From an optimization exercise on the open Yosys and OpenROAD flow, aimed at small area; shortcuts taken in it are not production practice.
The RTL was checked by simulation tests, not by an equivalence proof against the original design.
The clock cells of this run come from the design's own scripts or RTL, not from TritonCTS.
The clock input has no modelled driver; a real chip could not lean on it and would need a root buffer or a full tree.
No activity file was given, so power comes from the tool's default toggle rates.

File: flow/constraint.sdc
create_clock -name core_clock -period 10.0 [get_ports {CLK100MHZ}]
set_input_delay 2.0000 -clock core_clock [delete_from_list [all_inputs] [get_ports {CLK100MHZ}]]
set_output_delay 2.0000 -clock core_clock [all_outputs]
set_load 0.01 [all_outputs]
File: flow/config.mk
export PLATFORM = sky130hd
export DESIGN_NAME = top_module
export DESIGN_NICKNAME = top_module
export VERILOG_FILES = /design/flow/design.v
export SDC_FILE = /design/flow/constraint.sdc
export NUM_CORES = 4
export LEC_CHECK = 0
export CAP_MARGIN = 20
export CORE_MARGIN = 2
export CORE_UTILIZATION = 30
export SLEW_MARGIN = 20
File: flow/flow/run.sh
#!/bin/bash
# The standard ORFS layout (standard.sh), with two changes:
#  - the port buffers are sky130_fd_sc_hd__buf_1 (BUFFER_PORTS_ARGS);
#  - the clock reaches the registers through one clock buffer placed at their
#    centre (flow/cts_hook.tcl, run as ORFS's PRE_CTS_TCL hook), instead of
#    TritonCTS's tree of five buffers and dummy loads.
# The full output of the ORFS make run is in standard_flow.log; ORFS's own
# per-step logs are under orfs/logs/.
set -euo pipefail
cd "$(dirname "$0")/.."
here=$(pwd)
export BUFFER_PORTS_ARGS="-buffer_cell sky130_fd_sc_hd__buf_1"
export PRE_CTS_TCL="$here/flow/cts_hook.tcl"
bash standard.sh > "$here/standard_flow.log" 2>&1
File: flow/flow/cts_hook.tcl
set ::clkbuf_cell sky130_fd_sc_hd__clkbuf_8
set ::clkbuf_count 2
if { [info exists ::env(CLKBUF_CELL)] } { set ::clkbuf_cell $::env(CLKBUF_CELL) }
if { [info exists ::env(CLKBUF_COUNT)] } { set ::clkbuf_count $::env(CLKBUF_COUNT) }
rename clock_tree_synthesis triton_clock_tree_synthesis
proc clock_tree_synthesis { args } {
  set db [ord::get_db]
  set block [ord::get_db_block]
  set src [lindex [get_property [lindex [all_clocks] 0] sources] 0]
  set port_net [[$block findBTerm [get_full_name $src]] getNet]
  set master [$db findMaster $::clkbuf_cell]
  set k $::clkbuf_count
  # sink centres, sorted by x
  set pts {}
  foreach it [$port_net getITerms] {
    set bb [[$it getInst] getBBox]
    lappend pts [list [expr { ([$bb xMin] + [$bb xMax]) / 2 }] [expr { ([$bb yMin] + [$bb yMax]) / 2 }] $it]
  }
  set pts [lsort -integer -index 0 $pts]
  set n [llength $pts]
  # initial centres: k equal slices along x
  set cen {}
  for { set g 0 } { $g < $k } { incr g } {
    set lo [expr { $g * $n / $k }]
    set hi [expr { ($g + 1) * $n / $k - 1 }]
    set sx 0.0
    set sy 0.0
    for { set i $lo } { $i <= $hi } { incr i } {
      set sx [expr { $sx + [lindex $pts $i 0] }]
      set sy [expr { $sy + [lindex $pts $i 1] }]
    }
    set m [expr { $hi - $lo + 1 }]
    lappend cen [list [expr { $sx / $m }] [expr { $sy / $m }]]
  }
  # k-means, with each group capped at ceil(n / k) registers so that the
  # buffers share the load evenly
  set cap [expr { ($n + $k - 1) / $k }]
  for { set iter 0 } { $iter < 20 } { incr iter } {
    # assign: all (point, group) pairs by distance, greedily, under the cap
    set pairs {}
    for { set i 0 } { $i < $n } { incr i } {
      for { set g 0 } { $g < $k } { incr g } {
        set dx [expr { [lindex $pts $i 0] - [lindex $cen $g 0] }]
        set dy [expr { [lindex $pts $i 1] - [lindex $cen $g 1] }]
        lappend pairs [list [expr { abs($dx) + abs($dy) }] $i $g]
      }
    }
    set pairs [lsort -real -index 0 $pairs]
    set grp [lrepeat $n -1]
    set cnt [lrepeat $k 0]
    foreach p $pairs {
      lassign $p d i g
      if { [lindex $grp $i] >= 0 || [lindex $cnt $g] >= $cap } { continue }
      lset grp $i $g
      lset cnt $g [expr { [lindex $cnt $g] + 1 }]
    }
    set cen {}
    for { set g 0 } { $g < $k } { incr g } {
      set sx 0.0
      set sy 0.0
      set m 0
      for { set i 0 } { $i < $n } { incr i } {
        if { [lindex $grp $i] == $g } {
          set sx [expr { $sx + [lindex $pts $i 0] }]
          set sy [expr { $sy + [lindex $pts $i 1] }]
          incr m
        }
      }
      lappend cen [list [expr { $sx / $m }] [expr { $sy / $m }]]
    }
  }
  for { set g 0 } { $g < $k } { incr g } {
    set buf [odb::dbInst_create $block $master clkbuf_leaf_$g]
    set net [odb::dbNet_create $block clknet_leaf_$g]
    $net setSigType CLOCK
    set m 0
    for { set i 0 } { $i < $n } { incr i } {
      if { [lindex $grp $i] == $g } {
        set it [lindex $pts $i 2]
        $it disconnect
        $it connect $net
        incr m
      }
    }
    [$buf findITerm A] connect $port_net
    [$buf findITerm X] connect $net
    $buf setOrigin [expr { int([lindex $cen $g 0]) }] [expr { int([lindex $cen $g 1]) }]
    $buf setPlacementStatus PLACED
    puts "clock buffer clkbuf_leaf_$g ($::clkbuf_cell) drives $m clock pins"
  }
}
File: flow/standard.sh
#!/bin/bash
# synth_recipe.tcl (not shown) runs the flow's synth.tcl, then flattens the netlist and writes it again
# the make line also repeats each setting of config.mk as NAME=value (left out here)
make -C /OpenROAD-flow-scripts/flow DESIGN_CONFIG=/design/flow/config.mk WORK_HOME=/design/flow/orfs CLKGATE_MAP_FILE= SYNTH_SCRIPT=/design/flow/synth_recipe.tcl "${@:-finish}"
File: flow/design.v
`timescale 1ns / 1ps
module top_module(
    input wire ck_rst
    , input wire CLK100MHZ
	, output reg out_sig
    );
	wire rst = ~ck_rst;
	reg [3:0] pt;
	wire [3:0] ph = pt ^ 4'b0101;
	reg phf;
	always @(*) begin
		case (ph[3:1])
			3'b000, 3'b001, 3'b011, 3'b110: phf = 1'b1;
			default: phf = 1'b0;
		endcase
	end
	wire ph9 = (ph == 4'b0101);
	wire ph11 = (ph == 4'b0100);
	wire ph12 = (ph == 4'b1000);
	reg [12:0] ra;
	reg [12:0] rxs;
	wire [12:0] rx = rxs ^ 13'h0800;
	reg k;                                         
	reg c;                                         
	reg pass;                                      
	reg fresh;                                     
	wire kc = rx[0] & k;
	wire xn = rx[0] ^ k;                           
	wire tick = ph11 & kc & rx[1];                 
	wire rot_c = ph12 & kc;                        
	reg [6:0] fcnt;
	wire [7:0] fc;
	wire [6:0] fs;
	assign fc[0] = rot_c;
	genvar i;
	generate for (i = 0; i < 7; i = i + 1) begin : g_f
		assign fs[i] = fcnt[i] ^ fc[i];
		assign fc[i+1] = fcnt[i] & fc[i];
	end endgenerate
	wire fwrap = fc[7];
	wire sat = &rx[10:1];                          
	wire fa = ~pass | (fresh ? ph9 : ra[0]);
	wire fb = pass & ~fresh & xn;
	wire fcin = ~fresh & c;
	wire s = fa ^ fb ^ fcin;
	wire co = (fa & fb) | (fa & fcin) | (fb & fcin);
	always @(posedge CLK100MHZ) begin
		if (rst) begin
			pt <= 4'b0101;
			fcnt <= 7'd34;
			rxs[12:10] <= 3'b010;
			pass <= 1'b1;
			fresh <= 1'b1;
			out_sig <= 1'b0;
		end else begin
			pt <= {ph[2:0], phf} ^ 4'b0101;
			fcnt <= fwrap ? 7'd34 : fs;
			rxs[12:10] <= {(pass & fresh) ? 1'b0 : xn, ~rx[12], rx[11]};
			pass <= rot_c | (pass & ~ph9);
			fresh <= fresh & ~rot_c;
			if (tick) out_sig <= c;
		end
		ra <= {pass ? s : ra[0], ra[12:1]};
		rxs[9:0] <= rx[10:1];
		k <= ph9 | (kc & (~ph12 | (fwrap & ~sat)));
		c <= co;
	end
endmodule
==> results_tabular.tex <==
\begin{tabular}{lr}
\hline
Metric & Value \\
\hline
\multicolumn{2}{l}{\textbf{GRT}} \\
\quad Pin count of the biggest net entering global routing & 22 \\
\quad GRT Residual Overflow & 0 \\
\quad Aggregate global-route resource usage & 0.0737 \\
\quad Global-route wire length before repair & 2690 microns \\
\quad Number of global-route vias before repair & 603 \\
\quad Number of antenna violations at the first check in global routing & 0 \\
\multicolumn{2}{l}{\textbf{Critical path}} \\
\quad Worst path required time & 8.00 ns \\
\quad Endpoint of the worst-slack reg-to-reg timing path & fcnt[1]\$\_SDFF\_PP1\_ \\
\quad Category of cells accounting for the largest share of critical-path delay & flip-flops \\
\quad Critical path's largest stage delay & 0.37 ns \\
\quad Cell with the largest stage delay on the worst path & sky130\_fd\_sc\_hd\_\_dfxtp\_1 \\
\quad R2R cell count & 10 \\
\quad Launch point of the worst reg-to-reg path & pt[1]\$\_SDFF\_PN0\_ \\
\quad Worst-case register-to-register setup slack & 7.56 ns \\
\quad Critical path arrival & 0.72 ns \\
\quad Maximum fanout encountered on the critical timing path & 2 \\
\quad Buffers \& Inverters on Critical Path & 1 \\
\quad CP Capture Type & primary output \\
\quad Ordered cell list for the critical path & buf\_1 \\
\quad Type of the setup path with the least slack & reg2out \\
\quad Type of origin of the critical path & register \\
\multicolumn{2}{l}{\textbf{Placement}} \\
\quad Number of port buffers & 2 \\
\quad Instance area at placement & 1280 sq um \\
\quad Worst Setup Slack post-DPL & 7.14 ns \\
\quad DPL Wire Length & 1070 microns \\
\quad Weighted congestion reported at the end of routability-driven placement & 0.853 \\
\multicolumn{2}{l}{\textbf{Min path}} \\
\quad Kind of path behind the tightest hold check & reg2reg \\
\quad Hold path startpoint & ra[2]\$\_DFF\_P\_ \\
\quad Cell depth of the worst min-delay path & 0 \\
\quad Hold worst-path end & ra[1]\$\_DFF\_P\_ \\
\multicolumn{2}{l}{\textbf{Logic synthesis}} \\
\quad Cells after synthesis & 97 \\
\quad Cell area after synthesis & 1210 sq um \\
\quad Warnings, synthesis & 1 \\
\quad Syn\_nets & 108 \\
\quad Number of storage elements in the synthesis netlist & 42 \\
\quad Mean cell area of the mapped netlist & 12.5 sq um \\
\quad Synth cell types & 20 \\
\quad Number of flops mapped to enable cells by yosys & 0 \\
\quad Primary flip-flop cell chosen by synthesis mapping & sky130\_fd\_sc\_hd\_\_dfxtp\_1 \\
\quad FFs w/ async S/R, synth & 0 \\
\quad Sequential area share after synthesis & 0.694 \\
\multicolumn{2}{l}{\textbf{Floorplanning}} \\
\quad Row count & 23 \\
\quad Chip width & 67.5 microns \\
\quad Die Outline Area & 4560 sq um \\
\quad Core area & 3940 sq um \\
\quad Initial standard-cell utilization of the core & 0.307 \\
\quad Die Span Y & 67.5 microns \\
\quad \# IOs & 3 \\
\multicolumn{2}{l}{\textbf{Drt}} \\
\quad DR pass1 iterations & 4 \\
\quad DRT iter0 DRCs & 12 \\
\quad Post-detailed-route wirelength per cell & 9.68 microns \\
\quad Detail Route met3 WL & 50 microns \\
\quad Total wirelength of the detailed-routed design & 1460 microns \\
\quad Vias after detailed routing & 643 \\
\quad Uppermost layer routed & met4 \\
\quad Number of design rule violations left after detail routing & 0 \\
\quad Met1 wire length & 779 microns \\
\quad Ratio of routed vias to standard cells & 4.26 \\
\quad Final ANT Viol Nets & 0 \\
\quad Sum of met2 wire segment lengths after detailed routing & 611 microns \\
\multicolumn{2}{l}{\textbf{Final layout}} \\
\quad Total non-filler cell area in the finished layout & 1310 sq um \\
\quad \# diodes & 0 \\
\quad Commonest non-fill, non-tap cell in the layout & sky130\_fd\_sc\_hd\_\_dfxtp\_1 \\
\quad Synth-to-layout area growth & 8.06\% \\
\quad Layout Nets & 114 \\
\quad Most used cells in the layout excluding fill and tap cells & sky130\_fd\_sc\_hd\_\_dfxtp\_1 (42), sky130\_fd\_sc\_hd\_\_ha\_1 (8), sky130\_fd\_sc\_hd\_\_nor2\_1 (7) \\
\quad Fraction of final layout cells with drive strength greater than 1 & 0.0594 \\
\multicolumn{2}{l}{\textbf{STA}} \\
\quad Final critical delay including setup and external delays & 2.72 ns \\
\quad Setup repair after global routing missed its margin & no \\
\quad Final hold slack & 0.326 ns \\
\quad Worst-margin pin slew & 0.234 ns \\
\quad Count of endpoints failing hold in the final timing report & 0 \\
\quad Normalized max-slew margin & 0.844 \\
\quad Final critical-path setup slack & 7.28 ns \\
\quad Achievable frequency & 0.368 GHz \\
\quad Max Clock Skew & 0.0161 ns \\
\quad Max-slew violation total from the final report & 0 \\
\quad Final Cycle Share & 0.272 \\
\quad \# setup viols final & 0 \\
\quad Summed negative setup slack over all endpoints & 0 ns \\
\multicolumn{2}{l}{\textbf{Pwr}} \\
\quad Power density normalized to cell area & 179 nW/um\^{}2 \\
\quad Static Leak & 0.537 nW \\
\quad Peak ir drop on the vdd network & 0.121 mV \\
\quad Overall power of the completed layout & 0.234 mW \\
\multicolumn{2}{l}{\textbf{Outcome}} \\
\quad Result of the run & no timing/DRC/antenna violations \\
\multicolumn{2}{l}{\textbf{Clock tree}} \\
\quad Resized Gates After CTS & 0 \\
\quad Hold-fix buffer count after cts & 0 \\
\quad Post CTS Setup Buffer Count & 0 \\
\quad Clock transition at the registers of the reported paths & 0.12 ns \\
\quad Clock latency reported for the late side of the worst-skew pair & 0.17 ns \\
\multicolumn{2}{l}{\textbf{Job}} \\
\quad Count of maximum capacitance violations & 0 \\
\hline
\end{tabular}
## cell type report
type / instances / area (sq um)
fillers: 383 / 2630
flip-flops and latches: 42 / 841
multi-input cells: 49 / 348
plain buffers: 2 / 27.5
repair buffers: 2 / 7.51
inverters: 6 / 22.5
well taps: 50 / 62.6
## layer usage
layer,GRT usage,vias up
met5,0,-
met4,0.00765,0
met3,0.0100,3
met2,0.113,3
met1,0.113,302
li1,-,335
## where the power goes
part           total (mW)  internal (mW)  switching [mW]
sequential          0.174          0.172         0.00211
clock              0.0571         0.0187          0.0383
combinational     0.00297        0.00129         0.00168
total               0.234          0.192          0.0421
## synth_stat cells (all sizes together) (2+ instances only)
cell	instances	share of area
a21oi	4	0.017
and2	5	0.026
dfxtp	42	0.69
ha	8	0.083
inv	6	0.019
nand2	5	0.015
nand3	2	0.0083
nand4	3	0.015
nor2	7	0.022
o21ai	4	0.017
or3	3	0.017
## cells by family after synthesis
kind of cell               count (synthesis)  synth area share
AOI/OAI and AO/OA                         10            0.0475
adders and majority gates                  9            0.0992
buffers and inverters                      6            0.0186
DFF                                       42             0.694
and+or+nand+nor                           30             0.141
## registers in the layout, summed over array words and instances, names as in the netlist
signal and flops:
fcnt 7, ra 13, fresh 1, pass 1, out_sig 1, pt 4, k 1, c 1
rxs 13
## metrics by stage
step | utilization | std cells
floorplan | - | 97
global placement | 0.325 | 149
detailed placement | 0.325 | 149
CTS | 0.332 | 151
global route | 0.332 | 151
finish | 0.332 | 151
## worst max path at each step
stage | slack (ns) | endpoint | cells past startpoint | from
floorplan | 7.45 | fcnt[1]$_SDFF_PP1_ | 2 | ck_rst
global placement | 7.17 | fcnt[5]$_SDFF_PP1_ | 3 | ck_rst
detailed placement | 7.14 | fcnt[1]$_SDFF_PP1_ | 3 | ck_rst
CTS | 7.14 | fcnt[1]$_SDFF_PP1_ | 3 | ck_rst
global route | 7.23 | out_sig | 1 | out_sig$_SDFFE_PN0P_
finish | 7.28 | out_sig | 1 | out_sig$_SDFFE_PN0P_

==> re-timing with driven ports <==
How much do the figures lean on ideal ports? The routed layout below was timed once more, with nothing changed but the port constraints. Step 1, drivers: a clkbuf_16 drives CLK100MHZ and a buf_2 each remaining input, both assumed. Step 2 adds t to the input delays and takes it off the output delays; t is the mean of the earliest and latest rising clock arrival at the registers after step 1. Input paths then give back, and output paths get back, about the clock's delay inside the block. Three values: ideal, step 1, step 2; two values: the first two.
t (ns): 0.197
setup slack, ns: 7.280 / 7.250 / 7.165
clock arrival spread, ns: 0.016 / 0.016
cell pins on the clock port's net: 2
After both steps setup and hold are still met in this run. The setup slack of this run moves by -0.030 ns with the drivers and by -0.115 ns with both steps.
